Source: an optimization exercise on an open RTL-to-GDS flow (aim: small area, a short achievable clock period and few clock cycles per item). Production flows keep margins and buffers that such runs may drop.
In this exercise RTL edits were held to simulation tests only and were not proved equivalent to the original.
No activity file was given, so power comes from the tool's default toggle rates.

// Rsa256Core
module Rsa256Core (
  input          i_clk,
  input          i_rst,
  input          i_start,
  input  [255:0] i_a,
  input  [255:0] i_d,
  input  [255:0] i_n,
  output [255:0] o_a_pow_d,
  output         o_finished
);
  localparam OP_SQ = 4'd0, OP_MUL1 = 4'd1, OP_MUL3 = 4'd2, OP_PRE = 4'd3, OP_OUT = 4'd4, OP_DONE = 4'd5,
             OP_FSQ = 4'd6, OP_FMUL = 4'd8, OP_GOSCAN = 4'd9, OP_NONE = 4'd15;
  reg         st_idle, st_cl, st_ca, st_scan, st_setup, st_mont, st_sh;
  reg         ph_in, ph_nt, ph_fr;
  reg         fin_r;
  reg  [3:0]  op;           
  reg  [3:0]  mulpend;      
  reg         fast, fpend, wr_a;
  reg         fstart;       
  reg  [1:0]  fcnt;
  reg         sqleft;       
  reg         pre_bit;      
  reg         wr_a3;        
  reg         keepb;        
  reg         first;        
  reg  [8:0]  cnt;
  reg         last;         
  reg  [8:0]  idx;          
  reg         scan_ph;
  reg  [16:0] d_l1;         
  reg  [279:0] Sn, Cn;     
  reg         cinn;           
  reg  [270:0] B;          
  reg  [270:0] A;          
  reg  [270:0] A3;         
  reg  [269:0] NT;        
  reg  [1:0] hcorr;   
  reg  [7:0]  q;          
  reg  [7:0]  dig, dign, dnx;   
  reg  [6:0]  didx;           
  reg  [7:0]  dBsn, dBcn;   
  reg         sgn;            
  reg  [13:0] F;         
  reg  [13:0] nu;         
  reg  [13:0] nlo;        
  reg  [13:0] npr;        
  assign o_a_pow_d = B[256:1];
  assign o_finished = fin_r;
  wire dbit = d_l1[idx[3:0] + 1];
  wire dbit1 = d_l1[idx[3:0]];
  wire [256:0] dpad = {i_d, 1'b0};
  function automatic [7:0] mulk(input [7:0] x, input [7:0] y);
    mulk = x * y;
  endfunction
  wire cci = F[13] | ~cinn;
  wire [270:0] P;
  rsa_add u_add (.x(Sn[270:0]), .y(Cn[270:0]), .ci(~cci), .s(P));
  wire [7:0] qnext;
  ...
clock: 16.0 ns
lec_check: 0
cap_margin: 20
core_margin: 2
core_utilization: 48
setup_slack_margin: 0.5
slew_margin: 20
synth_hierarchical: 1
standard.sh (not shown) runs the stock make flow with config.mk's settings and CLKGATE_MAP_FILE= SYNTH_SCRIPT=/design/flow/synth_recipe.tcl, a recipe that flattens the netlist after the stock synthesis.
==> flow/flow/run.sh <==
#!/bin/bash
# Own layout flow: the standard synthesis, then the standard ORFS layout steps with
# repair_timing aiming for extra setup slack (the clock and constraints are unchanged).
set -uo pipefail
KNOBS=$(cat flow/knobs.txt 2>/dev/null || echo "SETUP_SLACK_MARGIN=10")
[[ -f flow/env.sh ]] && source flow/env.sh
bash standard.sh synth > synth.log 2>&1 || { tail -50 synth.log; exit 1; }
bash standard.sh $KNOBS finish > layout.log 2>&1 || { tail -50 layout.log; exit 1; }
==> flow/flow/env.sh <==
export BUFFER_PORTS_ARGS="-buffer_cell sky130_fd_sc_hd__buf_4"
==> flow/flow/knobs.txt <==
SETUP_SLACK_MARGIN=11.25 SLEW_MARGIN=50
Testbench counts at the start, summed over its fixed seeds: cycles 302,996, ops 24.
Edit:
--- a/flow/design.v
+++ b/flow/design.v
@@ -1511,17 +1511,16 @@
   localparam OP_SQ = 4'd0, OP_MUL1 = 4'd1, OP_MUL3 = 4'd2, OP_PRE = 4'd3, OP_OUT = 4'd4, OP_DONE = 4'd5,
              OP_FSQ = 4'd6, OP_FMUL = 4'd8, OP_GOSCAN = 4'd9, OP_NONE = 4'd15;
   reg         st_idle, st_cl, st_ca, st_scan, st_setup, st_mont, st_sh;
   reg         ph_in, ph_nt, ph_fr;
   reg         fin_r;
   reg  [3:0]  op;           
   reg  [3:0]  mulpend;      
   reg         fast, fpend, wr_a;
-  reg         fstart;       
   reg  [1:0]  fcnt;
   reg         sqleft;       
   reg         pre_bit;      
   reg         wr_a3;        
   reg         keepb;        
   reg         first;        
   reg  [8:0]  cnt;
   reg         last;         
@@ -6505,27 +6504,27 @@
   end
   wire [7:0] dfetch = src_b ? dfb : src_a ? dfa : src_a3 ? df3 : 8'd0;
   wire [23:0] lowP = ~Sn[23:0] + ~Cn[23:0] + {23'd0, ~cinn};
   wire [23:0] bnew = (first || keepb) ? B[23:0] : lowP;
   wire [23:0] dfirst = (op == OP_SQ || op == OP_FSQ) ? bnew : (op == OP_MUL1 || op == OP_PRE || op == OP_FMUL) ? A[23:0] :
                             (op == OP_MUL3) ? A3[23:0] : 24'd1;
   rsa_mulcs u_m0 (.a(dfirst[7:0]), .b(bnew[7:0]), .sn(m0sn), .cn(m0cn));
   wire mont_last = st_mont && (cnt == 34);
-  wire [270:0] aext = {15'd0, i_a};
+  wire [270:0] aext = {15'd0, (st_idle && i_n[255]) ? {1'b1, 255'd0} : i_a};
   wire scan_done = st_scan && scan_ph && (fpend || dbit || idx == 9'd0);
   wire d_zero = st_scan && scan_ph && !fpend && !dbit && idx == 9'd0;
   wire win11 = dbit && dbit1 && idx != 9'd0;
   wire nt_first = ph_nt && (cnt == 0);
   wire nmbit = npr[13];
   wire [279:0] nz = {24'd0, i_n};
   wire [279:0] n2 = {23'd0, i_n, 1'b0};
   wire [279:0] creg = (nz ^ {280{~sgn}}) | {279'd0, 1'b1};
   wire [279:0] cconv = ph_nt ? (nz & {280{nmbit}}) : last ? (n2 & {280{sgn}}) : creg;
-  wire [279:0] sconv = ph_nt ? (nt_first ? 280'd0 : {9'd0, NT, 1'b0}) : fstart ? {23'd1, 256'd0} : {8'd0, A, 1'b0};
+  wire [279:0] sconv = ph_nt ? (nt_first ? 280'd0 : {9'd0, NT, 1'b0}) : {8'd0, A, 1'b0};
   always @(posedge i_clk or posedge i_rst) begin
     if (i_rst) begin
       st_idle <= 1'b1; st_sh <= 1'b0; st_cl <= 1'b0; st_ca <= 1'b0; st_scan <= 1'b0; st_setup <= 1'b0; st_mont <= 1'b0;
       ph_in <= 1'b0; ph_nt <= 1'b0; ph_fr <= 1'b0;
       fin_r <= 1'b0;
     end else begin
       fin_r <= st_ca && ph_fr && last;
       st_idle <= (st_idle && !i_start) || (st_ca && ph_fr && last);
@@ -6544,31 +6543,29 @@
   end
   wire a_en = st_idle || (st_ca && !ph_nt) || (st_setup && (op == OP_DONE || wr_a)) || st_sh || (st_mont && op == OP_FSQ);
   wire [270:0] a_alt = st_sh ? (A >> 14) : aext;
   always @(posedge i_clk) if (a_en) A <= (st_ca || st_setup) ? P : a_alt;
   always @(posedge i_clk) begin
     d_l1 <= dpad[{idx[7:4], 4'd0} +: 17];
     if (st_idle) begin
       fast <= i_n[255];
-      fstart <= i_n[255];
       fpend <= i_n[255];
       wr_a <= 1'b0;
       sgn <= 1'b0;
       cnt <= 0;
       last <= 1'b0;
       idx <= 9'd255;
       scan_ph <= 1'b0;
       F <= 0;
       nu <= i_n[14:1];
       nlo <= i_n[13:0];
       npr <= {1'b1, 13'd0};
     end
     if (st_ca) begin
-      fstart <= 1'b0;
       sgn <= P[270];
       if (ph_nt) NT <= P[269:0];
       if (ph_fr) F <= F << 1;
       cnt <= last ? 0 : cnt + 1'b1;
       last <= ph_in ? (cnt == (fast ? 32 : 270)) : ph_nt ? (cnt == 12) : (cnt == 13);
       if (last && !ph_nt) B <= P;
       if (ph_in && cnt < 13) begin
         npr <= {~nu[0], npr[13:1]};
After rerunning:
- wire length fell slightly
- cell area fell slightly
- synthesized cell count rose slightly
- total power rose by a little under a tenth
- combinational power rose by about a fifth
- synthesized area stays flat
- clock power rose slightly
- flip-flop and latch count fell by 1
Testbench counts after the change, summed over its fixed seeds: cycles 302,996, ops 24.

afterwards: timing with drivers on the ports:
The results above use ideal ports. As a check the final layouts listed here were re-extracted and re-timed, cells and wires unchanged. Step 1 assumes that a clkbuf_16 drives the clock port and a buf_2 every other input. Step 2, shift: input delay + t, output delay - t, t = (earliest + latest rising clock arrival at the registers) / 2. This alone moves slack from input paths to output paths. a / b / c = ideal ports / drivers / drivers and shift; a / b = the first two.
| run | shift t [ns] | slack for setup (ns) | clock arrival spread, ns |
|---|---|---|---|
| the first run | 1.071 | 11.207 / 11.097 / 11.247 | 0.116 / 0.116 |
| the second run | 1.086 | 11.181 / 11.053 / 10.208 | 0.125 / 0.124 |
After both steps every run listed still meets setup and hold. For the second run, which loses most, drivers alone change the setup slack by -0.128 ns; drivers and shift together by -0.973 ns.
